What follows belongs to an exercise in optimizing a design on an open flow for small area and a short achievable clock period; a production flow would make more cautious choices. At most, simulation tests tie the RTL to the original design; equivalence was not proved. For run 1, only the layout was checked, not whether the RTL still works. No activity file was given, so power comes from the tool's default toggle rates.

==> flow/design.v, too long to show whole: its modules and the start of the top module <==
// module calc_fa: 10 lines
// module calc_ha: 9 lines
// module mp_alu: 793 lines
module mp_alu(
    input sys_clk,
    input sys_rst,
    input issue,
    input[2:0] tag3,
    input[2:0] func3,
    input[6:0] flag7,
    input[3:0] shift,
    input[15:0] data_in1,
    input[15:0] data_in2,
    input fwd_en1,
    input fwd_en2,
    input[15:0] fwd_data1,
    input[15:0] fwd_data2,
    output wb,
    output wb32,
    output[31:0] wb_data
);
  // ...
==> flow/flow/run.sh <==
#!/bin/bash

export BUFFER_PORTS_ARGS="-buffer_cell sky130_fd_sc_hd__buf_2"
bash standard.sh > standard_flow.log 2>&1
==> flow/standard.sh <==
#!/bin/bash
# synth_recipe.tcl (not shown) runs the flow's synth.tcl, then flattens the netlist and writes it again
# the make line also repeats each setting of config.mk as NAME=value (left out here)
make -C /OpenROAD-flow-scripts/flow DESIGN_CONFIG=/design/flow/config.mk WORK_HOME=/design/flow/orfs CLKGATE_MAP_FILE= SYNTH_SCRIPT=/design/flow/synth_recipe.tcl "${@:-finish}"
==> flow/config.mk <==
export PLATFORM = sky130hd
export DESIGN_NAME = mp_alu
export DESIGN_NICKNAME = mp_alu
export VERILOG_FILES = /design/flow/design.v
export SDC_FILE = /design/flow/constraint.sdc
export NUM_CORES = 4
export LEC_CHECK = 0
export ABC_AREA = 1
export CAP_MARGIN = 20
export CORE_MARGIN = 2
export CORE_UTILIZATION = 40
export SETUP_SLACK_MARGIN = 2.5
export SLEW_MARGIN = 20
export SYNTH_HIERARCHICAL = 1
==> flow/constraint.sdc <==
create_clock -name core_clock -period 16.0 [get_ports {sys_clk}]
set_input_delay 3.2000 -clock core_clock [delete_from_list [all_inputs] [get_ports {sys_clk}]]
set_output_delay 3.2000 -clock core_clock [all_outputs]
set_load 0.01 [all_outputs]
==> flow_summary.ini, run 1 <==
[cells_and_area]
nFlopsAndLatches = 43
largestRegisters = alu_data_in1: 16 flops, alu_data_in2: 16 flops, alu_cmd: 4 flops
syn2layout_area_growth_pct = 18.0
clkCellAreaFrac_pct = 1.21
final_cell_mix = nand2_1 (245), nor2_1 (166), inv_1 (159), xor2_1 (138), o22ai_1 (136)

[power_and_ir_drop]
top_power_group = combinational cells
p_sw_share_pct = 57.8
combPwrFrac_pct = 88.1

[synthesis]
synth_seq_cells = 43
synth.area.top_cells = fa_1 (19%), xor2_1 (10%), nand2_1 (8.0%)
syn_nets = 2082
synth_compound_area_share_pct = 22.8
synth_largest_area_cell = fa_1
yosysMostFrequentCell = nand2_1
synth_top_family_by_area = adder cells
synth_cells = 1816
synth_mux_area_share_pct = 0.443

[critical_path]
critical_path_required_ns = 12.80
crit_family = simple AND/OR/NAND/NOR gates
crit_start = fwd_en2
cp_slowest_cell = fa_2
critPathLaunchType = input port
critical_path_buf_inv_count = 11

[detailed_routing]
num_vias = 13800
drc_errors = 0
top_layer = met5
ant_nets = 0
wirelength_mm = 50.9

[timing]
max_freq_ghz = 0.0752
period_minus_slack_ns = 13.30
finalHoldViolations = 0
rsz0062_at_grt = yes

[clock_network]
cts_tree = yes
numCtsBuffers = 5

[min_path]
hold_path_class = input port to async pin

[floorplan]
die_h_um = 180
core_area_um2 = 30600

[global_routing]
grt_pass1_wl_mm = 76.8

[run_status]
status = complete, no violations

[placed_design]
port_buffers = 116
==> module mp_alu, before the edit <==
module mp_alu(
    input sys_clk,
    input sys_rst,
    input issue,
    input[2:0] tag3,
    input[2:0] func3,
    input[6:0] flag7,
    input[3:0] shift,
    input[15:0] data_in1,
    input[15:0] data_in2,
    input fwd_en1,
    input fwd_en2,
    input[15:0] fwd_data1,
    input[15:0] fwd_data2,
    output wb,
    output wb32,
    output[31:0] wb_data
);
reg         alu_issue;
reg[2:0]    alu_tag3;
reg[2:0]    alu_func3;
reg[3:0]    alu_cmd;
reg[15:0]   alu_data_in1;
reg[15:0]   alu_data_in2;
always @(posedge sys_clk or posedge sys_rst)
begin
    if(sys_rst) alu_issue <= 0;
    else alu_issue <= issue;
end
always @(posedge sys_clk)
begin
    alu_tag3     <= tag3;
    alu_func3    <= func3;
    alu_cmd      <= func3 == 3'b101 ? flag7[3:0] : shift;
    alu_data_in1 <= data_in1;
    alu_data_in2 <= data_in2;
end
wire[15:0] A = fwd_en1 ? fwd_data1 : alu_data_in1;
wire[15:0] B = fwd_en2 ? fwd_data2 : alu_data_in2;
wire[2:0]  MODE = alu_tag3;
wire[3:0]  S = alu_cmd;
wire u_ar = alu_func3 == 3'b000;
wire u_sh = alu_func3 == 3'b010;
wire u_lu = alu_func3 == 3'b001;
wire u_bm = alu_func3 == 3'b101;
wire u_mu = alu_func3 == 3'b011;
wire bm_bfi  = u_bm && MODE == 3'b000;
wire bm_bfx  = u_bm && MODE == 3'b010;
wire bm_cmp  = u_bm && MODE == 3'b011;
wire bm_pack = u_bm && MODE == 3'b111;
wire bm_rev  = u_bm && MODE == 3'b001;
wire bm_clz  = u_bm && MODE == 3'b101;
wire bm_tbe  = u_bm && MODE == 3'b110;
wire ar_add  = u_ar && MODE == 3'b000;
wire ar_sub  = u_ar && MODE == 3'b011;
wire ar_slt  = u_ar && MODE == 3'b100;
wire ar_sltu = u_ar && MODE == 3'b110;
wire ar_mov  = u_ar && MODE[2] && MODE[0];
integer t;
wire       bf   = bm_bfi | bm_bfx;
wire[4:0]  kb   = bm_bfx ? B[3:0] + B[11:8] : {1'b0, B[11:8]};
wire       sext = A[kb[3:0]] & B[12];
reg[15:0]  bf_hi;
always @(*)
    for(t = 0; t < 16; t = t + 1) bf_hi[t] = t > kb[3:0];
wire[15:0] bf_m = (bf && !kb[4]) ? bf_hi : 16'h0;
wire[15:0] X    = (A & ~bf_m) | ({16{sext}} & bf_m);
wire[1:0]  kind = (u_ar | u_sh) ? MODE[2:1] : {1'b0, bm_bfx};
wire[3:0]  K    = (u_ar | (u_sh & MODE[0]) | bm_pack) ? S : bm_cmp ? 4'd0 : B[3:0];
wire       left = kind == 2'b00;
wire[3:0]  r    = left ? -K : K;
wire[15:0] r0   = r[0] ? {X[0],     X[15:1]} : X;
wire[15:0] r1   = r[1] ? {r0[1:0],  r0[15:2]} : r0;
wire[15:0] r2   = r[2] ? {r1[3:0],  r1[15:4]} : r1;
wire[15:0] rot  = r[3] ? {r2[7:0],  r2[15:8]} : r2;
reg[15:0]  tk, tk_rev;
always @(*)
    for(t = 0; t < 16; t = t + 1) begin
        tk[t] = t < K;
        tk_rev[t] = (15 - t) < K;
    end
wire[15:0] sh_m = left ? tk : (kind != 2'b11) ? tk_rev : 16'h0;
wire[15:0] sh_f = left ? ({16{bm_pack}} & B) : {16{(kind == 2'b10) & X[15]}};
wire[15:0] Sh   = (rot & ~sh_m) | (sh_f & sh_m);
wire       sub  = ar_sub | ar_slt | ar_sltu | bm_cmp;
wire       addb = ar_add | (u_sh & MODE[0]);
wire[15:0] Bop  = sub ? ~B : addb ? B : 16'h0;
wire[15:0] ShM  = u_mu ? 16'h0 : Sh;
wire[15:0] Sum  = mp[15:0];    
wire       sgn  = ar_slt | (bm_cmp & !S[0]);
wire       lt   = (Sh[15] ^ B[15]) ? (sgn ? Sh[15] : B[15]) : Sum[15];
reg[3:0] tt;
always @(*)
    if(bm_tbe) tt = 4'b0110;    
    else
    case(MODE)
    3'b000:   tt = 4'b1110;
    3'b100:  tt = 4'b1000;
    3'b010:  tt = 4'b0110;
    3'b001:  tt = 4'b1101;
    3'b101: tt = 4'b0100;
    3'b011: tt = 4'b1001;
    default:   tt = 4'b0000;
    endcase
reg[15:0] lg;
always @(*)
    for(t = 0; t < 16; t = t + 1)
        lg[t] = A[t] ? (B[t] ? tt[3] : tt[2]) : (B[t] ? tt[1] : tt[0]);
reg[4:0] clz;
always @(*)
begin
    clz = 5'd16;
    for(t = 0; t < 16; t = t + 1)
        if(A[t]) clz = 15 - t;
end
reg[15:0] rev;
always @(*)
    for(t = 0; t < 16; t = t + 1) rev[t] = A[15 - t];
wire[15:0] tbe = {{8{|lg[15:8]}}, {8{|lg[7:0]}}};
wire[15:0] mx  = u_mu ? A : 16'h0;
wire       mxu = u_mu & MODE[1] & A[15];    
wire[16:0] my = {!MODE[0] & B[15], B};
wire m_neg0 = mx[1] & ~(mx[0] & 1'b0);
wire m_one0 = mx[0] ^ 1'b0;
wire m_two0 = (mx[1] & ~mx[0] & ~1'b0) | (~mx[1] & mx[0] & 1'b0);
wire m_neg1 = mx[3] & ~(mx[2] & mx[1]);
wire m_one1 = mx[2] ^ mx[1];
wire m_two1 = (mx[3] & ~mx[2] & ~mx[1]) | (~mx[3] & mx[2] & mx[1]);
wire m_neg2 = mx[5] & ~(mx[4] & mx[3]);
wire m_one2 = mx[4] ^ mx[3];
wire m_two2 = (mx[5] & ~mx[4] & ~mx[3]) | (~mx[5] & mx[4] & mx[3]);
wire m_neg3 = mx[7] & ~(mx[6] & mx[5]);
wire m_one3 = mx[6] ^ mx[5];
wire m_two3 = (mx[7] & ~mx[6] & ~mx[5]) | (~mx[7] & mx[6] & mx[5]);
wire m_neg4 = mx[9] & ~(mx[8] & mx[7]);
wire m_one4 = mx[8] ^ mx[7];
wire m_two4 = (mx[9] & ~mx[8] & ~mx[7]) | (~mx[9] & mx[8] & mx[7]);
wire m_neg5 = mx[11] & ~(mx[10] & mx[9]);
wire m_one5 = mx[10] ^ mx[9];
wire m_two5 = (mx[11] & ~mx[10] & ~mx[9]) | (~mx[11] & mx[10] & mx[9]);
wire m_neg6 = mx[13] & ~(mx[12] & mx[11]);
wire m_one6 = mx[12] ^ mx[11];
wire m_two6 = (mx[13] & ~mx[12] & ~mx[11]) | (~mx[13] & mx[12] & mx[11]);
wire m_neg7 = mx[15] & ~(mx[14] & mx[13]);
wire m_one7 = mx[14] ^ mx[13];
wire m_two7 = (mx[15] & ~mx[14] & ~mx[13]) | (~mx[15] & mx[14] & mx[13]);
wire m_pp0_0 = ((m_one0 & my[0]) | (m_two0 & 1'b0)) ^ m_neg0;
wire m_pp0_1 = ((m_one0 & my[1]) | (m_two0 & my[0])) ^ m_neg0;
wire m_pp0_2 = ((m_one0 & my[2]) | (m_two0 & my[1])) ^ m_neg0;
wire m_pp0_3 = ((m_one0 & my[3]) | (m_two0 & my[2])) ^ m_neg0;
wire m_pp0_4 = ((m_one0 & my[4]) | (m_two0 & my[3])) ^ m_neg0;
wire m_pp0_5 = ((m_one0 & my[5]) | (m_two0 & my[4])) ^ m_neg0;
wire m_pp0_6 = ((m_one0 & my[6]) | (m_two0 & my[5])) ^ m_neg0;
wire m_pp0_7 = ((m_one0 & my[7]) | (m_two0 & my[6])) ^ m_neg0;
wire m_pp0_8 = ((m_one0 & my[8]) | (m_two0 & my[7])) ^ m_neg0;
wire m_pp0_9 = ((m_one0 & my[9]) | (m_two0 & my[8])) ^ m_neg0;
wire m_pp0_10 = ((m_one0 & my[10]) | (m_two0 & my[9])) ^ m_neg0;
wire m_pp0_11 = ((m_one0 & my[11]) | (m_two0 & my[10])) ^ m_neg0;
wire m_pp0_12 = ((m_one0 & my[12]) | (m_two0 & my[11])) ^ m_neg0;
wire m_pp0_13 = ((m_one0 & my[13]) | (m_two0 & my[12])) ^ m_neg0;
wire m_pp0_14 = ((m_one0 & my[14]) | (m_two0 & my[13])) ^ m_neg0;
wire m_pp0_15 = ((m_one0 & my[15]) | (m_two0 & my[14])) ^ m_neg0;
wire m_pp0_16 = ((m_one0 & my[16]) | (m_two0 & my[15])) ^ m_neg0;
wire m_pp0_17 = ((m_one0 & my[16]) | (m_two0 & my[16])) ^ m_neg0;
wire m_pp1_0 = ((m_one1 & my[0]) | (m_two1 & 1'b0)) ^ m_neg1;
wire m_pp1_1 = ((m_one1 & my[1]) | (m_two1 & my[0])) ^ m_neg1;
wire m_pp1_2 = ((m_one1 & my[2]) | (m_two1 & my[1])) ^ m_neg1;
wire m_pp1_3 = ((m_one1 & my[3]) | (m_two1 & my[2])) ^ m_neg1;
wire m_pp1_4 = ((m_one1 & my[4]) | (m_two1 & my[3])) ^ m_neg1;
wire m_pp1_5 = ((m_one1 & my[5]) | (m_two1 & my[4])) ^ m_neg1;
wire m_pp1_6 = ((m_one1 & my[6]) | (m_two1 & my[5])) ^ m_neg1;
wire m_pp1_7 = ((m_one1 & my[7]) | (m_two1 & my[6])) ^ m_neg1;
wire m_pp1_8 = ((m_one1 & my[8]) | (m_two1 & my[7])) ^ m_neg1;
wire m_pp1_9 = ((m_one1 & my[9]) | (m_two1 & my[8])) ^ m_neg1;
wire m_pp1_10 = ((m_one1 & my[10]) | (m_two1 & my[9])) ^ m_neg1;
wire m_pp1_11 = ((m_one1 & my[11]) | (m_two1 & my[10])) ^ m_neg1;
wire m_pp1_12 = ((m_one1 & my[12]) | (m_two1 & my[11])) ^ m_neg1;
wire m_pp1_13 = ((m_one1 & my[13]) | (m_two1 & my[12])) ^ m_neg1;
wire m_pp1_14 = ((m_one1 & my[14]) | (m_two1 & my[13])) ^ m_neg1;
wire m_pp1_15 = ((m_one1 & my[15]) | (m_two1 & my[14])) ^ m_neg1;
wire m_pp1_16 = ((m_one1 & my[16]) | (m_two1 & my[15])) ^ m_neg1;
wire m_pp1_17 = ((m_one1 & my[16]) | (m_two1 & my[16])) ^ m_neg1;
wire m_pp2_0 = ((m_one2 & my[0]) | (m_two2 & 1'b0)) ^ m_neg2;
wire m_pp2_1 = ((m_one2 & my[1]) | (m_two2 & my[0])) ^ m_neg2;
wire m_pp2_2 = ((m_one2 & my[2]) | (m_two2 & my[1])) ^ m_neg2;
wire m_pp2_3 = ((m_one2 & my[3]) | (m_two2 & my[2])) ^ m_neg2;
wire m_pp2_4 = ((m_one2 & my[4]) | (m_two2 & my[3])) ^ m_neg2;
wire m_pp2_5 = ((m_one2 & my[5]) | (m_two2 & my[4])) ^ m_neg2;
wire m_pp2_6 = ((m_one2 & my[6]) | (m_two2 & my[5])) ^ m_neg2;
wire m_pp2_7 = ((m_one2 & my[7]) | (m_two2 & my[6])) ^ m_neg2;
wire m_pp2_8 = ((m_one2 & my[8]) | (m_two2 & my[7])) ^ m_neg2;
wire m_pp2_9 = ((m_one2 & my[9]) | (m_two2 & my[8])) ^ m_neg2;
wire m_pp2_10 = ((m_one2 & my[10]) | (m_two2 & my[9])) ^ m_neg2;
wire m_pp2_11 = ((m_one2 & my[11]) | (m_two2 & my[10])) ^ m_neg2;
wire m_pp2_12 = ((m_one2 & my[12]) | (m_two2 & my[11])) ^ m_neg2;
wire m_pp2_13 = ((m_one2 & my[13]) | (m_two2 & my[12])) ^ m_neg2;
wire m_pp2_14 = ((m_one2 & my[14]) | (m_two2 & my[13])) ^ m_neg2;
wire m_pp2_15 = ((m_one2 & my[15]) | (m_two2 & my[14])) ^ m_neg2;
wire m_pp2_16 = ((m_one2 & my[16]) | (m_two2 & my[15])) ^ m_neg2;
wire m_pp2_17 = ((m_one2 & my[16]) | (m_two2 & my[16])) ^ m_neg2;
wire m_pp3_0 = ((m_one3 & my[0]) | (m_two3 & 1'b0)) ^ m_neg3;
wire m_pp3_1 = ((m_one3 & my[1]) | (m_two3 & my[0])) ^ m_neg3;
wire m_pp3_2 = ((m_one3 & my[2]) | (m_two3 & my[1])) ^ m_neg3;
wire m_pp3_3 = ((m_one3 & my[3]) | (m_two3 & my[2])) ^ m_neg3;
wire m_pp3_4 = ((m_one3 & my[4]) | (m_two3 & my[3])) ^ m_neg3;
wire m_pp3_5 = ((m_one3 & my[5]) | (m_two3 & my[4])) ^ m_neg3;
wire m_pp3_6 = ((m_one3 & my[6]) | (m_two3 & my[5])) ^ m_neg3;
wire m_pp3_7 = ((m_one3 & my[7]) | (m_two3 & my[6])) ^ m_neg3;
wire m_pp3_8 = ((m_one3 & my[8]) | (m_two3 & my[7])) ^ m_neg3;
wire m_pp3_9 = ((m_one3 & my[9]) | (m_two3 & my[8])) ^ m_neg3;
wire m_pp3_10 = ((m_one3 & my[10]) | (m_two3 & my[9])) ^ m_neg3;
wire m_pp3_11 = ((m_one3 & my[11]) | (m_two3 & my[10])) ^ m_neg3;
wire m_pp3_12 = ((m_one3 & my[12]) | (m_two3 & my[11])) ^ m_neg3;
wire m_pp3_13 = ((m_one3 & my[13]) | (m_two3 & my[12])) ^ m_neg3;
wire m_pp3_14 = ((m_one3 & my[14]) | (m_two3 & my[13])) ^ m_neg3;
wire m_pp3_15 = ((m_one3 & my[15]) | (m_two3 & my[14])) ^ m_neg3;
wire m_pp3_16 = ((m_one3 & my[16]) | (m_two3 & my[15])) ^ m_neg3;
wire m_pp3_17 = ((m_one3 & my[16]) | (m_two3 & my[16])) ^ m_neg3;
wire m_pp4_0 = ((m_one4 & my[0]) | (m_two4 & 1'b0)) ^ m_neg4;
wire m_pp4_1 = ((m_one4 & my[1]) | (m_two4 & my[0])) ^ m_neg4;
wire m_pp4_2 = ((m_one4 & my[2]) | (m_two4 & my[1])) ^ m_neg4;
wire m_pp4_3 = ((m_one4 & my[3]) | (m_two4 & my[2])) ^ m_neg4;
wire m_pp4_4 = ((m_one4 & my[4]) | (m_two4 & my[3])) ^ m_neg4;
wire m_pp4_5 = ((m_one4 & my[5]) | (m_two4 & my[4])) ^ m_neg4;
wire m_pp4_6 = ((m_one4 & my[6]) | (m_two4 & my[5])) ^ m_neg4;
wire m_pp4_7 = ((m_one4 & my[7]) | (m_two4 & my[6])) ^ m_neg4;
wire m_pp4_8 = ((m_one4 & my[8]) | (m_two4 & my[7])) ^ m_neg4;
wire m_pp4_9 = ((m_one4 & my[9]) | (m_two4 & my[8])) ^ m_neg4;
wire m_pp4_10 = ((m_one4 & my[10]) | (m_two4 & my[9])) ^ m_neg4;
wire m_pp4_11 = ((m_one4 & my[11]) | (m_two4 & my[10])) ^ m_neg4;
wire m_pp4_12 = ((m_one4 & my[12]) | (m_two4 & my[11])) ^ m_neg4;
wire m_pp4_13 = ((m_one4 & my[13]) | (m_two4 & my[12])) ^ m_neg4;
wire m_pp4_14 = ((m_one4 & my[14]) | (m_two4 & my[13])) ^ m_neg4;
wire m_pp4_15 = ((m_one4 & my[15]) | (m_two4 & my[14])) ^ m_neg4;
wire m_pp4_16 = ((m_one4 & my[16]) | (m_two4 & my[15])) ^ m_neg4;
wire m_pp4_17 = ((m_one4 & my[16]) | (m_two4 & my[16])) ^ m_neg4;
wire m_pp5_0 = ((m_one5 & my[0]) | (m_two5 & 1'b0)) ^ m_neg5;
wire m_pp5_1 = ((m_one5 & my[1]) | (m_two5 & my[0])) ^ m_neg5;
wire m_pp5_2 = ((m_one5 & my[2]) | (m_two5 & my[1])) ^ m_neg5;
wire m_pp5_3 = ((m_one5 & my[3]) | (m_two5 & my[2])) ^ m_neg5;
wire m_pp5_4 = ((m_one5 & my[4]) | (m_two5 & my[3])) ^ m_neg5;
wire m_pp5_5 = ((m_one5 & my[5]) | (m_two5 & my[4])) ^ m_neg5;
wire m_pp5_6 = ((m_one5 & my[6]) | (m_two5 & my[5])) ^ m_neg5;
wire m_pp5_7 = ((m_one5 & my[7]) | (m_two5 & my[6])) ^ m_neg5;
wire m_pp5_8 = ((m_one5 & my[8]) | (m_two5 & my[7])) ^ m_neg5;
wire m_pp5_9 = ((m_one5 & my[9]) | (m_two5 & my[8])) ^ m_neg5;
wire m_pp5_10 = ((m_one5 & my[10]) | (m_two5 & my[9])) ^ m_neg5;
wire m_pp5_11 = ((m_one5 & my[11]) | (m_two5 & my[10])) ^ m_neg5;
wire m_pp5_12 = ((m_one5 & my[12]) | (m_two5 & my[11])) ^ m_neg5;
wire m_pp5_13 = ((m_one5 & my[13]) | (m_two5 & my[12])) ^ m_neg5;
wire m_pp5_14 = ((m_one5 & my[14]) | (m_two5 & my[13])) ^ m_neg5;
wire m_pp5_15 = ((m_one5 & my[15]) | (m_two5 & my[14])) ^ m_neg5;
wire m_pp5_16 = ((m_one5 & my[16]) | (m_two5 & my[15])) ^ m_neg5;
wire m_pp5_17 = ((m_one5 & my[16]) | (m_two5 & my[16])) ^ m_neg5;
wire m_pp6_0 = ((m_one6 & my[0]) | (m_two6 & 1'b0)) ^ m_neg6;
wire m_pp6_1 = ((m_one6 & my[1]) | (m_two6 & my[0])) ^ m_neg6;
wire m_pp6_2 = ((m_one6 & my[2]) | (m_two6 & my[1])) ^ m_neg6;
wire m_pp6_3 = ((m_one6 & my[3]) | (m_two6 & my[2])) ^ m_neg6;
wire m_pp6_4 = ((m_one6 & my[4]) | (m_two6 & my[3])) ^ m_neg6;
wire m_pp6_5 = ((m_one6 & my[5]) | (m_two6 & my[4])) ^ m_neg6;
wire m_pp6_6 = ((m_one6 & my[6]) | (m_two6 & my[5])) ^ m_neg6;
wire m_pp6_7 = ((m_one6 & my[7]) | (m_two6 & my[6])) ^ m_neg6;
wire m_pp6_8 = ((m_one6 & my[8]) | (m_two6 & my[7])) ^ m_neg6;
wire m_pp6_9 = ((m_one6 & my[9]) | (m_two6 & my[8])) ^ m_neg6;
wire m_pp6_10 = ((m_one6 & my[10]) | (m_two6 & my[9])) ^ m_neg6;
wire m_pp6_11 = ((m_one6 & my[11]) | (m_two6 & my[10])) ^ m_neg6;
wire m_pp6_12 = ((m_one6 & my[12]) | (m_two6 & my[11])) ^ m_neg6;
wire m_pp6_13 = ((m_one6 & my[13]) | (m_two6 & my[12])) ^ m_neg6;
wire m_pp6_14 = ((m_one6 & my[14]) | (m_two6 & my[13])) ^ m_neg6;
wire m_pp6_15 = ((m_one6 & my[15]) | (m_two6 & my[14])) ^ m_neg6;
wire m_pp6_16 = ((m_one6 & my[16]) | (m_two6 & my[15])) ^ m_neg6;
wire m_pp6_17 = ((m_one6 & my[16]) | (m_two6 & my[16])) ^ m_neg6;
wire m_pp7_0 = ((m_one7 & my[0]) | (m_two7 & 1'b0)) ^ m_neg7;
wire m_pp7_1 = ((m_one7 & my[1]) | (m_two7 & my[0])) ^ m_neg7;
wire m_pp7_2 = ((m_one7 & my[2]) | (m_two7 & my[1])) ^ m_neg7;
wire m_pp7_3 = ((m_one7 & my[3]) | (m_two7 & my[2])) ^ m_neg7;
wire m_pp7_4 = ((m_one7 & my[4]) | (m_two7 & my[3])) ^ m_neg7;
wire m_pp7_5 = ((m_one7 & my[5]) | (m_two7 & my[4])) ^ m_neg7;
wire m_pp7_6 = ((m_one7 & my[6]) | (m_two7 & my[5])) ^ m_neg7;
wire m_pp7_7 = ((m_one7 & my[7]) | (m_two7 & my[6])) ^ m_neg7;
wire m_pp7_8 = ((m_one7 & my[8]) | (m_two7 & my[7])) ^ m_neg7;
wire m_pp7_9 = ((m_one7 & my[9]) | (m_two7 & my[8])) ^ m_neg7;
wire m_pp7_10 = ((m_one7 & my[10]) | (m_two7 & my[9])) ^ m_neg7;
wire m_pp7_11 = ((m_one7 & my[11]) | (m_two7 & my[10])) ^ m_neg7;
wire m_pp7_12 = ((m_one7 & my[12]) | (m_two7 & my[11])) ^ m_neg7;
wire m_pp7_13 = ((m_one7 & my[13]) | (m_two7 & my[12])) ^ m_neg7;
wire m_pp7_14 = ((m_one7 & my[14]) | (m_two7 & my[13])) ^ m_neg7;
wire m_pp7_15 = ((m_one7 & my[15]) | (m_two7 & my[14])) ^ m_neg7;
wire m_pp7_16 = ((m_one7 & my[16]) | (m_two7 & my[15])) ^ m_neg7;
wire m_pp7_17 = ((m_one7 & my[16]) | (m_two7 & my[16])) ^ m_neg7;
wire m_px_16 = my[0] & mxu;
wire m_px_17 = my[1] & mxu;
wire m_px_18 = my[2] & mxu;
wire m_px_19 = my[3] & mxu;
wire m_px_20 = my[4] & mxu;
wire m_px_21 = my[5] & mxu;
wire m_px_22 = my[6] & mxu;
wire m_px_23 = my[7] & mxu;
wire m_px_24 = my[8] & mxu;
wire m_px_25 = my[9] & mxu;
wire m_px_26 = my[10] & mxu;
wire m_px_27 = my[11] & mxu;
wire m_px_28 = my[12] & mxu;
wire m_px_29 = my[13] & mxu;
wire m_px_30 = my[14] & mxu;
wire m_px_31 = my[15] & mxu;
wire m_k1 = ~m_px_17;
wire m_k2 = ~m_px_17;
wire m_k3 = ~m_px_20;
wire m_k4 = ~m_px_22;
wire m_k5 = ~m_px_24;
wire m_k6 = ~m_px_26;
wire m_k7 = ~m_px_28;
wire m_k8 = ~m_px_30;
wire m_s9, m_c10;
calc_ha m_s9_ha(.a(m_pp0_10), .b(m_pp1_8), .s(m_s9), .co(m_c10));
wire m_s11, m_c12;
calc_ha m_s11_ha(.a(m_pp0_11), .b(m_pp1_9), .s(m_s11), .co(m_c12));
wire m_s13, m_c14;
calc_fa m_s13_fa(.a(m_pp0_12), .b(m_pp1_10), .c(m_pp2_8), .s(m_s13), .co(m_c14));
wire m_s15, m_c16;
calc_ha m_s15_ha(.a(m_pp3_6), .b(m_pp4_4), .s(m_s15), .co(m_c16));
wire m_s17, m_c18;
calc_fa m_s17_fa(.a(m_pp0_13), .b(m_pp1_11), .c(m_pp2_9), .s(m_s17), .co(m_c18));
wire m_s19, m_c20;
calc_ha m_s19_ha(.a(m_pp3_7), .b(m_pp4_5), .s(m_s19), .co(m_c20));
wire m_s21, m_c22;
calc_fa m_s21_fa(.a(m_pp0_14), .b(m_pp1_12), .c(m_pp2_10), .s(m_s21), .co(m_c22));
wire m_s23, m_c24;
calc_fa m_s23_fa(.a(m_pp3_8), .b(m_pp4_6), .c(m_pp5_4), .s(m_s23), .co(m_c24));
wire m_s25, m_c26;
calc_ha m_s25_ha(.a(m_pp6_2), .b(m_pp7_0), .s(m_s25), .co(m_c26));
wire m_s27, m_c28;
calc_fa m_s27_fa(.a(m_pp0_15), .b(m_pp1_13), .c(m_pp2_11), .s(m_s27), .co(m_c28));
wire m_s29, m_c30;
calc_fa m_s29_fa(.a(m_pp3_9), .b(m_pp4_7), .c(m_pp5_5), .s(m_s29), .co(m_c30));
wire m_s31, m_c32;
calc_ha m_s31_ha(.a(m_pp6_3), .b(m_pp7_1), .s(m_s31), .co(m_c32));
wire m_s33, m_c34;
calc_fa m_s33_fa(.a(m_pp0_16), .b(m_pp1_14), .c(m_pp2_12), .s(m_s33), .co(m_c34));
wire m_s35, m_c36;
calc_fa m_s35_fa(.a(m_pp3_10), .b(m_pp4_8), .c(m_pp5_6), .s(m_s35), .co(m_c36));
wire m_s37, m_c38;
calc_fa m_s37_fa(.a(m_pp6_4), .b(m_pp7_2), .c(m_px_16), .s(m_s37), .co(m_c38));
wire m_s39, m_c40;
calc_fa m_s39_fa(.a(~m_pp0_17), .b(m_pp1_15), .c(m_pp2_13), .s(m_s39), .co(m_c40));
wire m_s41, m_c42;
calc_fa m_s41_fa(.a(m_pp3_11), .b(m_pp4_9), .c(m_pp5_7), .s(m_s41), .co(m_c42));
wire m_s43, m_c44;
calc_fa m_s43_fa(.a(m_pp6_5), .b(m_pp7_3), .c(m_k1), .s(m_s43), .co(m_c44));
wire m_s45, m_c46;
calc_fa m_s45_fa(.a(m_pp1_16), .b(m_pp2_14), .c(m_pp3_12), .s(m_s45), .co(m_c46));
wire m_s47, m_c48;
calc_fa m_s47_fa(.a(m_pp4_10), .b(m_pp5_8), .c(m_pp6_6), .s(m_s47), .co(m_c48));
wire m_s49, m_c50;
calc_fa m_s49_fa(.a(m_pp7_4), .b(m_px_18), .c(m_k2), .s(m_s49), .co(m_c50));
wire m_s51, m_c52;
calc_fa m_s51_fa(.a(~m_pp1_17), .b(m_pp2_15), .c(m_pp3_13), .s(m_s51), .co(m_c52));
wire m_s53, m_c54;
calc_fa m_s53_fa(.a(m_pp4_11), .b(m_pp5_9), .c(m_pp6_7), .s(m_s53), .co(m_c54));
wire m_s55, m_c56;
calc_fa m_s55_fa(.a(m_pp7_5), .b(m_px_19), .c(m_px_17), .s(m_s55), .co(m_c56));
wire m_s57, m_c58;
calc_fa m_s57_fa(.a(m_pp2_16), .b(m_pp3_14), .c(m_pp4_12), .s(m_s57), .co(m_c58));
wire m_s59, m_c60;
calc_fa m_s59_fa(.a(m_pp5_10), .b(m_pp6_8), .c(m_pp7_6), .s(m_s59), .co(m_c60));
wire m_s61, m_c62;
calc_fa m_s61_fa(.a(~m_pp2_17), .b(m_pp3_15), .c(m_pp4_13), .s(m_s61), .co(m_c62));
wire m_s63, m_c64;
calc_fa m_s63_fa(.a(m_pp5_11), .b(m_pp6_9), .c(m_pp7_7), .s(m_s63), .co(m_c64));
wire m_s65, m_c66;
calc_fa m_s65_fa(.a(m_pp3_16), .b(m_pp4_14), .c(m_pp5_12), .s(m_s65), .co(m_c66));
wire m_s67, m_c68;
calc_fa m_s67_fa(.a(~m_pp3_17), .b(m_pp4_15), .c(m_pp5_13), .s(m_s67), .co(m_c68));
wire m_s69, m_c70;
calc_ha m_s69_ha(.a(m_pp0_6), .b(m_pp1_4), .s(m_s69), .co(m_c70));
wire m_s71, m_c72;
calc_ha m_s71_ha(.a(m_pp0_7), .b(m_pp1_5), .s(m_s71), .co(m_c72));
wire m_s73, m_c74;
calc_fa m_s73_fa(.a(m_pp0_8), .b(m_pp1_6), .c(m_pp2_4), .s(m_s73), .co(m_c74));
wire m_s75, m_c76;
calc_ha m_s75_ha(.a(m_pp3_2), .b(m_pp4_0), .s(m_s75), .co(m_c76));
wire m_s77, m_c78;
calc_fa m_s77_fa(.a(m_pp0_9), .b(m_pp1_7), .c(m_pp2_5), .s(m_s77), .co(m_c78));
wire m_s79, m_c80;
calc_ha m_s79_ha(.a(m_pp3_3), .b(m_pp4_1), .s(m_s79), .co(m_c80));
wire m_s81, m_c82;
calc_fa m_s81_fa(.a(m_s9), .b(m_pp2_6), .c(m_pp3_4), .s(m_s81), .co(m_c82));
wire m_s83, m_c84;
calc_fa m_s83_fa(.a(m_pp4_2), .b(m_pp5_0), .c(m_neg5), .s(m_s83), .co(m_c84));
wire m_s85, m_c86;
calc_fa m_s85_fa(.a(m_s11), .b(m_pp2_7), .c(m_pp3_5), .s(m_s85), .co(m_c86));
wire m_s87, m_c88;
calc_fa m_s87_fa(.a(m_pp4_3), .b(m_pp5_1), .c(m_c10), .s(m_s87), .co(m_c88));
wire m_s89, m_c90;
calc_fa m_s89_fa(.a(m_s13), .b(m_s15), .c(m_pp5_2), .s(m_s89), .co(m_c90));
wire m_s91, m_c92;
calc_fa m_s91_fa(.a(m_pp6_0), .b(m_neg6), .c(m_c12), .s(m_s91), .co(m_c92));
wire m_s93, m_c94;
calc_fa m_s93_fa(.a(m_s17), .b(m_s19), .c(m_pp5_3), .s(m_s93), .co(m_c94));
wire m_s95, m_c96;
calc_fa m_s95_fa(.a(m_pp6_1), .b(m_c14), .c(m_c16), .s(m_s95), .co(m_c96));
wire m_s97, m_c98;
calc_fa m_s97_fa(.a(m_s21), .b(m_s23), .c(m_s25), .s(m_s97), .co(m_c98));
wire m_s99, m_c100;
calc_fa m_s99_fa(.a(m_neg7), .b(m_c18), .c(m_c20), .s(m_s99), .co(m_c100));
wire m_s101, m_c102;
calc_fa m_s101_fa(.a(m_s27), .b(m_s29), .c(m_s31), .s(m_s101), .co(m_c102));
wire m_s103, m_c104;
calc_fa m_s103_fa(.a(m_c22), .b(m_c24), .c(m_c26), .s(m_s103), .co(m_c104));
wire m_s105, m_c106;
calc_fa m_s105_fa(.a(m_s33), .b(m_s35), .c(m_s37), .s(m_s105), .co(m_c106));
wire m_s107, m_c108;
calc_fa m_s107_fa(.a(m_c28), .b(m_c30), .c(m_c32), .s(m_s107), .co(m_c108));
wire m_s109, m_c110;
calc_fa m_s109_fa(.a(m_s39), .b(m_s41), .c(m_s43), .s(m_s109), .co(m_c110));
wire m_s111, m_c112;
calc_fa m_s111_fa(.a(m_c34), .b(m_c36), .c(m_c38), .s(m_s111), .co(m_c112));
wire m_s113, m_c114;
calc_fa m_s113_fa(.a(m_s45), .b(m_s47), .c(m_s49), .s(m_s113), .co(m_c114));
wire m_s115, m_c116;
calc_fa m_s115_fa(.a(m_c40), .b(m_c42), .c(m_c44), .s(m_s115), .co(m_c116));
wire m_s117, m_c118;
calc_fa m_s117_fa(.a(m_s51), .b(m_s53), .c(m_s55), .s(m_s117), .co(m_c118));
wire m_s119, m_c120;
calc_fa m_s119_fa(.a(m_c46), .b(m_c48), .c(m_c50), .s(m_s119), .co(m_c120));
wire m_s121, m_c122;
calc_fa m_s121_fa(.a(m_s57), .b(m_s59), .c(m_k3), .s(m_s121), .co(m_c122));
wire m_s123, m_c124;
calc_fa m_s123_fa(.a(m_c52), .b(m_c54), .c(m_c56), .s(m_s123), .co(m_c124));
wire m_s125, m_c126;
calc_fa m_s125_fa(.a(m_s61), .b(m_s63), .c(m_px_21), .s(m_s125), .co(m_c126));
wire m_s127, m_c128;
calc_fa m_s127_fa(.a(m_px_20), .b(m_c58), .c(m_c60), .s(m_s127), .co(m_c128));
wire m_s129, m_c130;
calc_fa m_s129_fa(.a(m_s65), .b(m_pp6_10), .c(m_pp7_8), .s(m_s129), .co(m_c130));
wire m_s131, m_c132;
calc_fa m_s131_fa(.a(m_k4), .b(m_c62), .c(m_c64), .s(m_s131), .co(m_c132));
wire m_s133, m_c134;
calc_fa m_s133_fa(.a(m_s67), .b(m_pp6_11), .c(m_pp7_9), .s(m_s133), .co(m_c134));
wire m_s135, m_c136;
calc_fa m_s135_fa(.a(m_px_23), .b(m_px_22), .c(m_c66), .s(m_s135), .co(m_c136));
wire m_s137, m_c138;
calc_fa m_s137_fa(.a(m_pp4_16), .b(m_pp5_14), .c(m_pp6_12), .s(m_s137), .co(m_c138));
wire m_s139, m_c140;
calc_fa m_s139_fa(.a(m_pp7_10), .b(m_k5), .c(m_c68), .s(m_s139), .co(m_c140));
wire m_s141, m_c142;
calc_fa m_s141_fa(.a(~m_pp4_17), .b(m_pp5_15), .c(m_pp6_13), .s(m_s141), .co(m_c142));
wire m_s143, m_c144;
calc_fa m_s143_fa(.a(m_pp7_11), .b(m_px_25), .c(m_px_24), .s(m_s143), .co(m_c144));
wire m_s145, m_c146;
calc_fa m_s145_fa(.a(m_pp5_16), .b(m_pp6_14), .c(m_pp7_12), .s(m_s145), .co(m_c146));
wire m_s147, m_c148;
calc_fa m_s147_fa(.a(~m_pp5_17), .b(m_pp6_15), .c(m_pp7_13), .s(m_s147), .co(m_c148));
wire m_s149, m_c150;
calc_ha m_s149_ha(.a(m_pp0_4), .b(m_pp1_2), .s(m_s149), .co(m_c150));
wire m_s151, m_c152;
calc_ha m_s151_ha(.a(m_pp0_5), .b(m_pp1_3), .s(m_s151), .co(m_c152));
wire m_s153, m_c154;
calc_fa m_s153_fa(.a(m_s69), .b(m_pp2_2), .c(m_pp3_0), .s(m_s153), .co(m_c154));
wire m_s155, m_c156;
calc_fa m_s155_fa(.a(m_s71), .b(m_pp2_3), .c(m_pp3_1), .s(m_s155), .co(m_c156));
wire m_s157, m_c158;
calc_fa m_s157_fa(.a(m_s73), .b(m_s75), .c(m_neg4), .s(m_s157), .co(m_c158));
wire m_s159, m_c160;
calc_fa m_s159_fa(.a(m_s77), .b(m_s79), .c(m_c74), .s(m_s159), .co(m_c160));
wire m_s161, m_c162;
calc_fa m_s161_fa(.a(m_s81), .b(m_s83), .c(m_c78), .s(m_s161), .co(m_c162));
wire m_s163, m_c164;
calc_fa m_s163_fa(.a(m_s85), .b(m_s87), .c(m_c82), .s(m_s163), .co(m_c164));
wire m_s165, m_c166;
calc_fa m_s165_fa(.a(m_s89), .b(m_s91), .c(m_c86), .s(m_s165), .co(m_c166));
wire m_s167, m_c168;
calc_fa m_s167_fa(.a(m_s93), .b(m_s95), .c(m_c90), .s(m_s167), .co(m_c168));
wire m_s169, m_c170;
calc_fa m_s169_fa(.a(m_s97), .b(m_s99), .c(m_c94), .s(m_s169), .co(m_c170));
wire m_s171, m_c172;
calc_fa m_s171_fa(.a(m_s101), .b(m_s103), .c(m_c98), .s(m_s171), .co(m_c172));
wire m_s173, m_c174;
calc_fa m_s173_fa(.a(m_s105), .b(m_s107), .c(m_c102), .s(m_s173), .co(m_c174));
wire m_s175, m_c176;
calc_fa m_s175_fa(.a(m_s109), .b(m_s111), .c(m_c106), .s(m_s175), .co(m_c176));
wire m_s177, m_c178;
calc_fa m_s177_fa(.a(m_s113), .b(m_s115), .c(m_c110), .s(m_s177), .co(m_c178));
wire m_s179, m_c180;
calc_fa m_s179_fa(.a(m_s117), .b(m_s119), .c(m_c114), .s(m_s179), .co(m_c180));
wire m_s181, m_c182;
calc_fa m_s181_fa(.a(m_s121), .b(m_s123), .c(m_c118), .s(m_s181), .co(m_c182));
wire m_s183, m_c184;
calc_fa m_s183_fa(.a(m_s125), .b(m_s127), .c(m_c122), .s(m_s183), .co(m_c184));
wire m_s185, m_c186;
calc_fa m_s185_fa(.a(m_s129), .b(m_s131), .c(m_c126), .s(m_s185), .co(m_c186));
wire m_s187, m_c188;
calc_fa m_s187_fa(.a(m_s133), .b(m_s135), .c(m_c130), .s(m_s187), .co(m_c188));
wire m_s189, m_c190;
calc_fa m_s189_fa(.a(m_s137), .b(m_s139), .c(m_c134), .s(m_s189), .co(m_c190));
wire m_s191, m_c192;
calc_fa m_s191_fa(.a(m_s141), .b(m_s143), .c(m_c138), .s(m_s191), .co(m_c192));
wire m_s193, m_c194;
calc_fa m_s193_fa(.a(m_s145), .b(m_k6), .c(m_c142), .s(m_s193), .co(m_c194));
wire m_s195, m_c196;
calc_fa m_s195_fa(.a(m_s147), .b(m_px_27), .c(m_px_26), .s(m_s195), .co(m_c196));
wire m_s197, m_c198;
calc_fa m_s197_fa(.a(m_pp6_16), .b(m_pp7_14), .c(m_k7), .s(m_s197), .co(m_c198));
wire m_s199, m_c200;
calc_fa m_s199_fa(.a(~m_pp6_17), .b(m_pp7_15), .c(m_px_29), .s(m_s199), .co(m_c200));
wire m_s201, m_c202;
calc_ha m_s201_ha(.a(m_pp0_2), .b(m_pp1_0), .s(m_s201), .co(m_c202));
wire m_s203, m_c204;
calc_ha m_s203_ha(.a(m_pp0_3), .b(m_pp1_1), .s(m_s203), .co(m_c204));
wire m_s205, m_c206;
calc_fa m_s205_fa(.a(m_s149), .b(m_pp2_0), .c(m_neg2), .s(m_s205), .co(m_c206));
wire m_s207, m_c208;
calc_fa m_s207_fa(.a(m_s151), .b(m_pp2_1), .c(m_c150), .s(m_s207), .co(m_c208));
wire m_s209, m_c210;
calc_fa m_s209_fa(.a(m_s153), .b(m_neg3), .c(m_c152), .s(m_s209), .co(m_c210));
wire m_s211, m_c212;
calc_fa m_s211_fa(.a(m_s155), .b(m_c70), .c(m_c154), .s(m_s211), .co(m_c212));
wire m_s213, m_c214;
calc_fa m_s213_fa(.a(m_s157), .b(m_c72), .c(m_c156), .s(m_s213), .co(m_c214));
wire m_s215, m_c216;
calc_fa m_s215_fa(.a(m_s159), .b(m_c76), .c(m_c158), .s(m_s215), .co(m_c216));
wire m_s217, m_c218;
calc_fa m_s217_fa(.a(m_s161), .b(m_c80), .c(m_c160), .s(m_s217), .co(m_c218));
wire m_s219, m_c220;
calc_fa m_s219_fa(.a(m_s163), .b(m_c84), .c(m_c162), .s(m_s219), .co(m_c220));
wire m_s221, m_c222;
calc_fa m_s221_fa(.a(m_s165), .b(m_c88), .c(m_c164), .s(m_s221), .co(m_c222));
wire m_s223, m_c224;
calc_fa m_s223_fa(.a(m_s167), .b(m_c92), .c(m_c166), .s(m_s223), .co(m_c224));
wire m_s225, m_c226;
calc_fa m_s225_fa(.a(m_s169), .b(m_c96), .c(m_c168), .s(m_s225), .co(m_c226));
wire m_s227, m_c228;
calc_fa m_s227_fa(.a(m_s171), .b(m_c100), .c(m_c170), .s(m_s227), .co(m_c228));
wire m_s229, m_c230;
calc_fa m_s229_fa(.a(m_s173), .b(m_c104), .c(m_c172), .s(m_s229), .co(m_c230));
wire m_s231, m_c232;
calc_fa m_s231_fa(.a(m_s175), .b(m_c108), .c(m_c174), .s(m_s231), .co(m_c232));
wire m_s233, m_c234;
calc_fa m_s233_fa(.a(m_s177), .b(m_c112), .c(m_c176), .s(m_s233), .co(m_c234));
wire m_s235, m_c236;
calc_fa m_s235_fa(.a(m_s179), .b(m_c116), .c(m_c178), .s(m_s235), .co(m_c236));
wire m_s237, m_c238;
calc_fa m_s237_fa(.a(m_s181), .b(m_c120), .c(m_c180), .s(m_s237), .co(m_c238));
wire m_s239, m_c240;
calc_fa m_s239_fa(.a(m_s183), .b(m_c124), .c(m_c182), .s(m_s239), .co(m_c240));
wire m_s241, m_c242;
calc_fa m_s241_fa(.a(m_s185), .b(m_c128), .c(m_c184), .s(m_s241), .co(m_c242));
wire m_s243, m_c244;
calc_fa m_s243_fa(.a(m_s187), .b(m_c132), .c(m_c186), .s(m_s243), .co(m_c244));
wire m_s245, m_c246;
calc_fa m_s245_fa(.a(m_s189), .b(m_c136), .c(m_c188), .s(m_s245), .co(m_c246));
wire m_s247, m_c248;
calc_fa m_s247_fa(.a(m_s191), .b(m_c140), .c(m_c190), .s(m_s247), .co(m_c248));
wire m_s249, m_c250;
calc_fa m_s249_fa(.a(m_s193), .b(m_c144), .c(m_c192), .s(m_s249), .co(m_c250));
wire m_s251, m_c252;
calc_fa m_s251_fa(.a(m_s195), .b(m_c146), .c(m_c194), .s(m_s251), .co(m_c252));
wire m_s253, m_c254;
calc_fa m_s253_fa(.a(m_s197), .b(m_c148), .c(m_c196), .s(m_s253), .co(m_c254));
wire m_s255, m_c256;
calc_fa m_s255_fa(.a(m_s199), .b(m_px_28), .c(m_c198), .s(m_s255), .co(m_c256));
wire m_s257, m_c258;
calc_fa m_s257_fa(.a(m_pp7_16), .b(m_k8), .c(m_c200), .s(m_s257), .co(m_c258));
wire m_s259, m_c260;
calc_fa m_s259_fa(.a(~m_pp7_17), .b(m_px_31), .c(m_px_30), .s(m_s259), .co(m_c260));
wire[31:0] m_ut = {m_s259, m_s257, m_s255, m_s253, m_s251, m_s249, m_s247, m_s245, m_s243, m_s241, m_s239, m_s237, m_s235, m_s233, m_s231, m_s229, m_s227, m_s225, m_s223, m_s221, m_s219, m_s217, m_s215, m_s213, m_s211, m_s209, m_s207, m_s205, m_s203, m_s201, m_pp0_1, m_pp0_0};
wire[31:0] m_vt = {m_c258, m_c256, m_c254, m_c252, m_c250, m_c248, m_c246, m_c244, m_c242, m_c240, m_c238, m_c236, m_c234, m_c232, m_c230, m_c228, m_c226, m_c224, m_c222, m_c220, m_c218, m_c216, m_c214, m_c212, m_c210, m_c208, m_c206, m_c204, m_c202, m_neg1, 1'b0, m_neg0};
wire[31:0] m_u = {m_ut[31:16], m_ut[15:0] | ShM};
wire[31:0] m_v = {m_vt[31:16], m_vt[15:0] | Bop};
wire[31:0] m_g0 = m_u & m_v;
wire[31:0] m_p0 = m_u ^ m_v;
wire m_g0c = m_g0[0] | (m_p0[0] & sub);
wire m_pg261_g = m_g0[1] | (m_p0[1] & m_g0c);
wire m_pg261_p = m_p0[1] & m_p0[0];
wire m_pg262_g = m_g0[3] | (m_p0[3] & m_g0[2]);
wire m_pg262_p = m_p0[3] & m_p0[2];
wire m_pg263_g = m_g0[5] | (m_p0[5] & m_g0[4]);
wire m_pg263_p = m_p0[5] & m_p0[4];
wire m_pg264_g = m_g0[7] | (m_p0[7] & m_g0[6]);
wire m_pg264_p = m_p0[7] & m_p0[6];
wire m_pg265_g = m_g0[9] | (m_p0[9] & m_g0[8]);
wire m_pg265_p = m_p0[9] & m_p0[8];
wire m_pg266_g = m_g0[11] | (m_p0[11] & m_g0[10]);
wire m_pg266_p = m_p0[11] & m_p0[10];
wire m_pg267_g = m_g0[13] | (m_p0[13] & m_g0[12]);
wire m_pg267_p = m_p0[13] & m_p0[12];
wire m_pg268_g = m_g0[15] | (m_p0[15] & m_g0[14]);
wire m_pg268_p = m_p0[15] & m_p0[14];
wire m_pg269_g = m_g0[17] | (m_p0[17] & m_g0[16]);
wire m_pg269_p = m_p0[17] & m_p0[16];
wire m_pg270_g = m_g0[19] | (m_p0[19] & m_g0[18]);
wire m_pg270_p = m_p0[19] & m_p0[18];
wire m_pg271_g = m_g0[21] | (m_p0[21] & m_g0[20]);
wire m_pg271_p = m_p0[21] & m_p0[20];
wire m_pg272_g = m_g0[23] | (m_p0[23] & m_g0[22]);
wire m_pg272_p = m_p0[23] & m_p0[22];
wire m_pg273_g = m_g0[25] | (m_p0[25] & m_g0[24]);
wire m_pg273_p = m_p0[25] & m_p0[24];
wire m_pg274_g = m_g0[27] | (m_p0[27] & m_g0[26]);
wire m_pg274_p = m_p0[27] & m_p0[26];
wire m_pg275_g = m_g0[29] | (m_p0[29] & m_g0[28]);
wire m_pg275_p = m_p0[29] & m_p0[28];
wire m_pg276_g = m_g0[31] | (m_p0[31] & m_g0[30]);
wire m_pg276_p = m_p0[31] & m_p0[30];
wire m_pg277_g = m_g0[2] | (m_p0[2] & m_pg261_g);
wire m_pg277_p = m_p0[2] & m_pg261_p;
wire m_pg278_g = m_pg262_g | (m_pg262_p & m_pg261_g);
wire m_pg278_p = m_pg262_p & m_pg261_p;
wire m_pg279_g = m_g0[6] | (m_p0[6] & m_pg263_g);
wire m_pg279_p = m_p0[6] & m_pg263_p;
wire m_pg280_g = m_pg264_g | (m_pg264_p & m_pg263_g);
wire m_pg280_p = m_pg264_p & m_pg263_p;
wire m_pg281_g = m_g0[10] | (m_p0[10] & m_pg265_g);
wire m_pg281_p = m_p0[10] & m_pg265_p;
wire m_pg282_g = m_pg266_g | (m_pg266_p & m_pg265_g);
wire m_pg282_p = m_pg266_p & m_pg265_p;
wire m_pg283_g = m_g0[14] | (m_p0[14] & m_pg267_g);
wire m_pg283_p = m_p0[14] & m_pg267_p;
wire m_pg284_g = m_pg268_g | (m_pg268_p & m_pg267_g);
wire m_pg284_p = m_pg268_p & m_pg267_p;
wire m_pg285_g = m_g0[18] | (m_p0[18] & m_pg269_g);
wire m_pg285_p = m_p0[18] & m_pg269_p;
wire m_pg286_g = m_pg270_g | (m_pg270_p & m_pg269_g);
wire m_pg286_p = m_pg270_p & m_pg269_p;
wire m_pg287_g = m_g0[22] | (m_p0[22] & m_pg271_g);
wire m_pg287_p = m_p0[22] & m_pg271_p;
wire m_pg288_g = m_pg272_g | (m_pg272_p & m_pg271_g);
wire m_pg288_p = m_pg272_p & m_pg271_p;
wire m_pg289_g = m_g0[26] | (m_p0[26] & m_pg273_g);
wire m_pg289_p = m_p0[26] & m_pg273_p;
wire m_pg290_g = m_pg274_g | (m_pg274_p & m_pg273_g);
wire m_pg290_p = m_pg274_p & m_pg273_p;
wire m_pg291_g = m_g0[30] | (m_p0[30] & m_pg275_g);
wire m_pg291_p = m_p0[30] & m_pg275_p;
wire m_pg292_g = m_pg276_g | (m_pg276_p & m_pg275_g);
wire m_pg292_p = m_pg276_p & m_pg275_p;
wire m_pg293_g = m_g0[4] | (m_p0[4] & m_pg278_g);
wire m_pg293_p = m_p0[4] & m_pg278_p;
wire m_pg294_g = m_pg263_g | (m_pg263_p & m_pg278_g);
wire m_pg294_p = m_pg263_p & m_pg278_p;
wire m_pg295_g = m_pg279_g | (m_pg279_p & m_pg278_g);
wire m_pg295_p = m_pg279_p & m_pg278_p;
wire m_pg296_g = m_pg280_g | (m_pg280_p & m_pg278_g);
wire m_pg296_p = m_pg280_p & m_pg278_p;
wire m_pg297_g = m_g0[12] | (m_p0[12] & m_pg282_g);
wire m_pg297_p = m_p0[12] & m_pg282_p;
wire m_pg298_g = m_pg267_g | (m_pg267_p & m_pg282_g);
wire m_pg298_p = m_pg267_p & m_pg282_p;
wire m_pg299_g = m_pg283_g | (m_pg283_p & m_pg282_g);
wire m_pg299_p = m_pg283_p & m_pg282_p;
wire m_pg300_g = m_pg284_g | (m_pg284_p & m_pg282_g);
wire m_pg300_p = m_pg284_p & m_pg282_p;
wire m_pg301_g = m_g0[20] | (m_p0[20] & m_pg286_g);
wire m_pg301_p = m_p0[20] & m_pg286_p;
wire m_pg302_g = m_pg271_g | (m_pg271_p & m_pg286_g);
wire m_pg302_p = m_pg271_p & m_pg286_p;
wire m_pg303_g = m_pg287_g | (m_pg287_p & m_pg286_g);
wire m_pg303_p = m_pg287_p & m_pg286_p;
wire m_pg304_g = m_pg288_g | (m_pg288_p & m_pg286_g);
wire m_pg304_p = m_pg288_p & m_pg286_p;
wire m_pg305_g = m_g0[28] | (m_p0[28] & m_pg290_g);
wire m_pg305_p = m_p0[28] & m_pg290_p;
wire m_pg306_g = m_pg275_g | (m_pg275_p & m_pg290_g);
wire m_pg306_p = m_pg275_p & m_pg290_p;
wire m_pg307_g = m_pg291_g | (m_pg291_p & m_pg290_g);
wire m_pg307_p = m_pg291_p & m_pg290_p;
wire m_pg308_g = m_pg292_g | (m_pg292_p & m_pg290_g);
wire m_pg308_p = m_pg292_p & m_pg290_p;
wire m_pg309_g = m_g0[8] | (m_p0[8] & m_pg296_g);
wire m_pg309_p = m_p0[8] & m_pg296_p;
wire m_pg310_g = m_pg265_g | (m_pg265_p & m_pg296_g);
wire m_pg310_p = m_pg265_p & m_pg296_p;
wire m_pg311_g = m_pg281_g | (m_pg281_p & m_pg296_g);
wire m_pg311_p = m_pg281_p & m_pg296_p;
wire m_pg312_g = m_pg282_g | (m_pg282_p & m_pg296_g);
wire m_pg312_p = m_pg282_p & m_pg296_p;
wire m_pg313_g = m_pg297_g | (m_pg297_p & m_pg296_g);
wire m_pg313_p = m_pg297_p & m_pg296_p;
wire m_pg314_g = m_pg298_g | (m_pg298_p & m_pg296_g);
wire m_pg314_p = m_pg298_p & m_pg296_p;
wire m_pg315_g = m_pg299_g | (m_pg299_p & m_pg296_g);
wire m_pg315_p = m_pg299_p & m_pg296_p;
wire m_pg316_g = m_pg300_g | (m_pg300_p & m_pg296_g);
wire m_pg316_p = m_pg300_p & m_pg296_p;
wire m_pg317_g = m_g0[24] | (m_p0[24] & m_pg304_g);
wire m_pg317_p = m_p0[24] & m_pg304_p;
wire m_pg318_g = m_pg273_g | (m_pg273_p & m_pg304_g);
wire m_pg318_p = m_pg273_p & m_pg304_p;
wire m_pg319_g = m_pg289_g | (m_pg289_p & m_pg304_g);
wire m_pg319_p = m_pg289_p & m_pg304_p;
wire m_pg320_g = m_pg290_g | (m_pg290_p & m_pg304_g);
wire m_pg320_p = m_pg290_p & m_pg304_p;
wire m_pg321_g = m_pg305_g | (m_pg305_p & m_pg304_g);
wire m_pg321_p = m_pg305_p & m_pg304_p;
wire m_pg322_g = m_pg306_g | (m_pg306_p & m_pg304_g);
wire m_pg322_p = m_pg306_p & m_pg304_p;
wire m_pg323_g = m_pg307_g | (m_pg307_p & m_pg304_g);
wire m_pg323_p = m_pg307_p & m_pg304_p;
wire m_pg324_g = m_pg308_g | (m_pg308_p & m_pg304_g);
wire m_pg324_p = m_pg308_p & m_pg304_p;
wire m_pg325_g = m_g0[16] | (m_p0[16] & m_pg316_g);
wire m_pg325_p = m_p0[16] & m_pg316_p;
wire m_pg326_g = m_pg269_g | (m_pg269_p & m_pg316_g);
wire m_pg326_p = m_pg269_p & m_pg316_p;
wire m_pg327_g = m_pg285_g | (m_pg285_p & m_pg316_g);
wire m_pg327_p = m_pg285_p & m_pg316_p;
wire m_pg328_g = m_pg286_g | (m_pg286_p & m_pg316_g);
wire m_pg328_p = m_pg286_p & m_pg316_p;
wire m_pg329_g = m_pg301_g | (m_pg301_p & m_pg316_g);
wire m_pg329_p = m_pg301_p & m_pg316_p;
wire m_pg330_g = m_pg302_g | (m_pg302_p & m_pg316_g);
wire m_pg330_p = m_pg302_p & m_pg316_p;
wire m_pg331_g = m_pg303_g | (m_pg303_p & m_pg316_g);
wire m_pg331_p = m_pg303_p & m_pg316_p;
wire m_pg332_g = m_pg304_g | (m_pg304_p & m_pg316_g);
wire m_pg332_p = m_pg304_p & m_pg316_p;
wire m_pg333_g = m_pg317_g | (m_pg317_p & m_pg316_g);
wire m_pg333_p = m_pg317_p & m_pg316_p;
wire m_pg334_g = m_pg318_g | (m_pg318_p & m_pg316_g);
wire m_pg334_p = m_pg318_p & m_pg316_p;
wire m_pg335_g = m_pg319_g | (m_pg319_p & m_pg316_g);
wire m_pg335_p = m_pg319_p & m_pg316_p;
wire m_pg336_g = m_pg320_g | (m_pg320_p & m_pg316_g);
wire m_pg336_p = m_pg320_p & m_pg316_p;
wire m_pg337_g = m_pg321_g | (m_pg321_p & m_pg316_g);
wire m_pg337_p = m_pg321_p & m_pg316_p;
wire m_pg338_g = m_pg322_g | (m_pg322_p & m_pg316_g);
wire m_pg338_p = m_pg322_p & m_pg316_p;
wire m_pg339_g = m_pg323_g | (m_pg323_p & m_pg316_g);
wire m_pg339_p = m_pg323_p & m_pg316_p;
wire m_pg340_g = m_pg324_g | (m_pg324_p & m_pg316_g);
wire m_pg340_p = m_pg324_p & m_pg316_p;
wire[31:0] mp;
assign mp[0] = m_p0[0] ^ sub;
assign mp[1] = m_p0[1] ^ m_g0c;
assign mp[2] = m_p0[2] ^ m_pg261_g;
assign mp[3] = m_p0[3] ^ m_pg277_g;
assign mp[4] = m_p0[4] ^ m_pg278_g;
assign mp[5] = m_p0[5] ^ m_pg293_g;
assign mp[6] = m_p0[6] ^ m_pg294_g;
assign mp[7] = m_p0[7] ^ m_pg295_g;
assign mp[8] = m_p0[8] ^ m_pg296_g;
assign mp[9] = m_p0[9] ^ m_pg309_g;
assign mp[10] = m_p0[10] ^ m_pg310_g;
assign mp[11] = m_p0[11] ^ m_pg311_g;
assign mp[12] = m_p0[12] ^ m_pg312_g;
assign mp[13] = m_p0[13] ^ m_pg313_g;
assign mp[14] = m_p0[14] ^ m_pg314_g;
assign mp[15] = m_p0[15] ^ m_pg315_g;
assign mp[16] = m_p0[16] ^ m_pg316_g;
assign mp[17] = m_p0[17] ^ m_pg325_g;
assign mp[18] = m_p0[18] ^ m_pg326_g;
assign mp[19] = m_p0[19] ^ m_pg327_g;
assign mp[20] = m_p0[20] ^ m_pg328_g;
assign mp[21] = m_p0[21] ^ m_pg329_g;
assign mp[22] = m_p0[22] ^ m_pg330_g;
assign mp[23] = m_p0[23] ^ m_pg331_g;
assign mp[24] = m_p0[24] ^ m_pg332_g;
assign mp[25] = m_p0[25] ^ m_pg333_g;
assign mp[26] = m_p0[26] ^ m_pg334_g;
assign mp[27] = m_p0[27] ^ m_pg335_g;
assign mp[28] = m_p0[28] ^ m_pg336_g;
assign mp[29] = m_p0[29] ^ m_pg337_g;
assign mp[30] = m_p0[30] ^ m_pg338_g;
assign mp[31] = m_p0[31] ^ m_pg339_g;
wire sel_sum = ar_add | ar_sub | u_sh | bf | bm_pack;
wire sel_lt  = ar_slt | ar_sltu;
wire sel_a   = bm_cmp & (lt ^ S[1]);
wire sel_b   = ar_mov | (bm_cmp & !(lt ^ S[1]));
wire mu_hi   = u_mu & MODE[2];
wire mu_lo   = u_mu & !MODE[2];
wire alu_zero = A == 16'h0;
wire alu_wb   = !u_ar || (
                MODE == 3'b101 ?  alu_zero : (
                MODE == 3'b111 ? !alu_zero :
                1'b1));
wire alu_wb32 = u_ar ? !MODE[2] & (MODE[1] ^ MODE[0]) : (
                u_mu ? !MODE[2] & (MODE[1] | MODE[0]) : 0);
assign wb   = alu_issue && alu_wb;
assign wb32 = alu_issue && alu_wb32;
assign wb_data[15:0] = ({16{sel_sum | mu_lo}} & mp[15:0])
                     | {15'h0, sel_lt & lt}
                     | ({16{sel_a}} & A)
                     | ({16{sel_b}} & B)
                     | ({16{u_lu}} & lg)
                     | ({16{bm_rev}} & rev)
                     | ({16{bm_clz}} & {11'h0, clz})
                     | ({16{bm_tbe}} & tbe)
                     | ({16{mu_hi}} & mp[31:16])
;
assign wb_data[31:16] = {16{mu_lo}} & mp[31:16];
endmodule
==> inputs of run 2 (changes only) <==
--- a/flow/design.v
+++ b/flow/design.v
@@ -111,6 +111,4 @@
 reg[3:0] tt;
 always @(*)
-    if(bm_tbe) tt = 4'b0110;    
-    else
     case(MODE)
     3'b000:   tt = 4'b1110;
@@ -136,5 +134,5 @@
 always @(*)
     for(t = 0; t < 16; t = t + 1) rev[t] = A[15 - t];
-wire[15:0] tbe = {{8{|lg[15:8]}}, {8{|lg[7:0]}}};
+wire[15:0] tbe = {{8{A[15:8] != B[15:8]}}, {8{A[7:0] != B[7:0]}}};
 wire[15:0] mx  = u_mu ? A : 16'h0;
 wire       mxu = u_mu & MODE[1] & A[15];    
==> flow/flow/run.sh (replaced) <==
#!/bin/bash

export BUFFER_PORTS_ARGS="-buffer_cell sky130_fd_sc_hd__buf_1"
bash standard.sh > standard_flow.log 2>&1
==> run 2 against run 1 <==
Compared with the run above: critical path depth down 4; sequential cell count unchanged; largest power group unchanged; final area about the same; clock power down 8%; synthesized cell count up 1.6%; still clean; total power down 9.3%; sequential share of layout area about the same; critical endpoint is now wb_data[0]; first-iteration DRC count down 3.6%; combinational power down about 10%; area after synthesis up 0.96%; final cell count up 1.7%; largest cell class unchanged; critical path type unchanged; wire length down 1.7%.
==> flow_summary.ini, run 2 <==
[run_status]
status = complete, no violations

[critical_path]
slowest_delay_ns = 0.63
path_class = input port to primary output
critical_path_required_ns = 12.80
critical_path_buf_inv_count = 13
critPathLaunchType = input port
cp_common_cell = nand2_1
crit_family = compound AO/OA/AOI/OAI gates
crit_path_end_kind = primary output
arrival_ns = 10.12
cp_max_fo = 8
cp_slowest_cell = fa_2

[synthesis]
synth_cells = 1845
async_flop_share_pct = 2.33
netlist_area_um2 = 12500
syn_area_per_cell_um2 = 6.80
synth_largest_area_cell = fa_1
yosysWarnings = 7
synthFlopType = dfxtp_1
synth_common_cells = nand2_1 (290), inv_1 (201), o21ai_0 (144)
synth_top_cell_area_share_pct = 19.0
seq_area_frac_synth_pct = 6.90
synth.area.top_cells = fa_1 (19%), xor2_1 (9.6%), nand2_1 (8.7%)
ys_types = 61
syn_nets = 2110
synth-edff-count = 0
synth_seq_cells = 43
yosysMostFrequentCell = nand2_1

[cells_and_area]
nNetsFinal = 2245
multi_input_area_um2 = 10800
final_util_pct = 47.7
final_cell_count_no_fill = 2377
largestRegisters = alu_data_in1: 16 flops, alu_data_in2: 16 flops, alu_cmd: 4 flops
mostFrequentLayoutCell = nand2_1
final_cell_mix = nand2_1 (276), inv_1 (187), xor2_1 (132), nor2_1 (129), o21ai_0 (125)
layout-drive-gt1-share_pct = 16.5
fill_cells = 3179
syn2layout_area_growth_pct = 16.9
seqCellArea_um2 = 866

[timing]
layout_setup_ws_ns = 2.68
max_freq_ghz = 0.0751
max_slew_margin_pct = 36.5
finalHoldViolations = 0
min_period_over_period_pct = 83.2
final.setup.tns_ns = 0
rsz0062_at_grt = no
worst_pin_slew_ns = 0.929
period_minus_slack_ns = 13.32
report.final.slew_viol_count = 0
setup_viol = 0

[clock_network]
htreeDepth = 2
clock-sinks = 43
hold_buffers = 0
path_clk_slew_ns = 0.06
root_buffer = clkbuf_16
numCtsBuffers = 5
cts_tree = yes
clk_path_buf_depth = 2

[placed_design]
dp_cells = 2314
globalplace.congestion = 0.990
place_hpwl_mm = 38.9
port_buffers = 116
place_ws_ns = 1.41

[detailed_routing]
wire_per_inst_um = 21.1
ant_nets = 0
routed_via_density = 5.87
num_vias = 13900
drc_errors = 0
wirelength_mm = 50.0
drtIter0Drc = 1484
firstDrtPassIters = 6

[floorplan]
initial_utilization_pct = 40.8
rows = 64
die_w_um = 181
die_h_um = 181
core_area_um2 = 30700
ios = 120
die-area_um2 = 32800

[global_routing]
antenna_found_initial = 2
grt_pass1_wl_mm = 76.7
track_usage_pct = 30.0
grt_overflow = 0
grt_pass1_vias = 13300
grt_max_degree = 38

[flow_run]
maxCapViolations = 0

[power_and_ir_drop]
p_per_area_nw_per_um2 = 124
p_leak_nw = 7.10
vdd_drop_max_uv = 164

[min_path]
hold_path_class = input port to async pin
==> run 2: cell types whose count changed after synthesis, moves of 11 or more <==
cell | previous run | this run
inv_1 | 168 | 201
nand2_1 | 266 | 290
nand3_1 | 131 | 118
o21ai_0 | 116 | 144
nor2_1 | 180 | 141
o211ai_1 | 13 | 24
a31oi_1 | 24 | 13
o22ai_1 | 138 | 125
==> run 2: per-module statistics from Yosys (local to each module, per instance) <==
module / cells / area (µm²) / times used / flops+latches
calc_fa: 1 / 20.0 / 112 / 0
calc_ha: 1 / 12.5 / 14 / 0
mp_alu: 1719 / 10100 / 1 / 43
==> run 2: worst max path at each step <==
stage | from | to | slack [ns] | depth (start not counted)
detailed placement | fwd_en2 | wb_data[6] | 1.41 | 57
CTS | fwd_en2 | wb_data[0] | 2.50 | 53
global route | fwd_en2 | wb_data[0] | 2.37 | 50
global placement | fwd_en2 | wb_data[6] | 1.62 | 57
finish | fwd_en2 | wb_data[0] | 2.68 | 50
floorplan | fwd_en2 | wb_data[0] | 3.26 | 48
==> run 2: routing by layer <==
layer / track usage, % / wire length [µm]
met3: 5.68 / 4780
met1: 41.3 / 21000
met4: 11.5 / 2230
met5: 0 / 42
met2: 46.5 / 21900
==> run 2: cells by family (layout without fill, tap and decap cells) <==
group | after synthesis | in the layout | synth area share, %
simple gates | 638 | 638 | 22.8
compound gates | 498 | 498 | 23.9
buf+inv | 332 | 467 | 10.4
fa+ha+maj | 179 | 179 | 25.0
xor+xnor | 150 | 150 | 10.6
flops | 43 | 43 | 6.90
mux | 5 | 5 | 0.439
other cells | 0 | 1 | 0
==> run 2: timing repair <==
action                     4_1_cts  5_1_grt
pin swaps                        5       39
cloned                           0        1
setup buffers                   24       30
setup endpoints to repair       31       27
gates resized for setup         39      103
==> run 2: metrics by stage <==
stage	total power, mW	area [µm²]	hold slack, ns
after floorplan	1.05	12500	2.93
after global placement	1.52	13600	3.01
after detailed placement	1.54	13600	3.01
after CTS	1.72	14100	2.71
after global routing	1.97	14700	2.76
final	1.82	14700	2.71
==> run 2: final cells by class <==
| cell class | instances | area share, % |
|---|---|---|
| Sequential cell | 43 | 5.90 |
| Inverter | 221 | 5.98 |
| Multi-Input combinational cell | 1470 | 73.8 |
| Antenna cell | 1 | 0.0171 |
| Tap cell | 396 | 3.38 |
| Clock inverter | 2 | 0.256 |
| Clock buffer | 5 | 0.853 |
| Timing Repair Buffer | 239 | 9.79 |
==> run 2: report_power, final <==
| group | internal (mW) | leakage [nW] | switching (mW) |
|---|---|---|---|
| Combinational | 0.564 | 6.65 | 1.03 |
| Clock | 0.0727 | 0.0759 | 0.0407 |
| Sequential | 0.113 | 0.366 | 0.00395 |

-- separate check: timing with driven ports --
Ports are ideal in the flow. The routed layouts listed here were re-timed in OpenROAD.
Step 1 sets driving cells, clkbuf_16 on the clock port and buf_2 on the other inputs (assumed; they add their load-dependent delay and slew).
Step 2 moves the port delays by t, midway between the first and last clock arrival at a register: inputs arrive t later, outputs are due t later. That takes back most of the time a late clock gives input paths.
a / b / c = no drivers / after step 1 / after step 2; a / b = the first two.
run | shift t [ns] | setup WS [ns] | worst setup path after step 2
run 1 | 0.329 | 2.696 / 2.612 / 2.612 | input to output
run 2 | 0.321 | 2.680 / 2.660 / 2.660 | input to output
After both steps setup and hold are still met in every run listed. The setup slack of run 1, which loses most, moves by -0.084 ns with the drivers and by -0.084 ns with both steps.
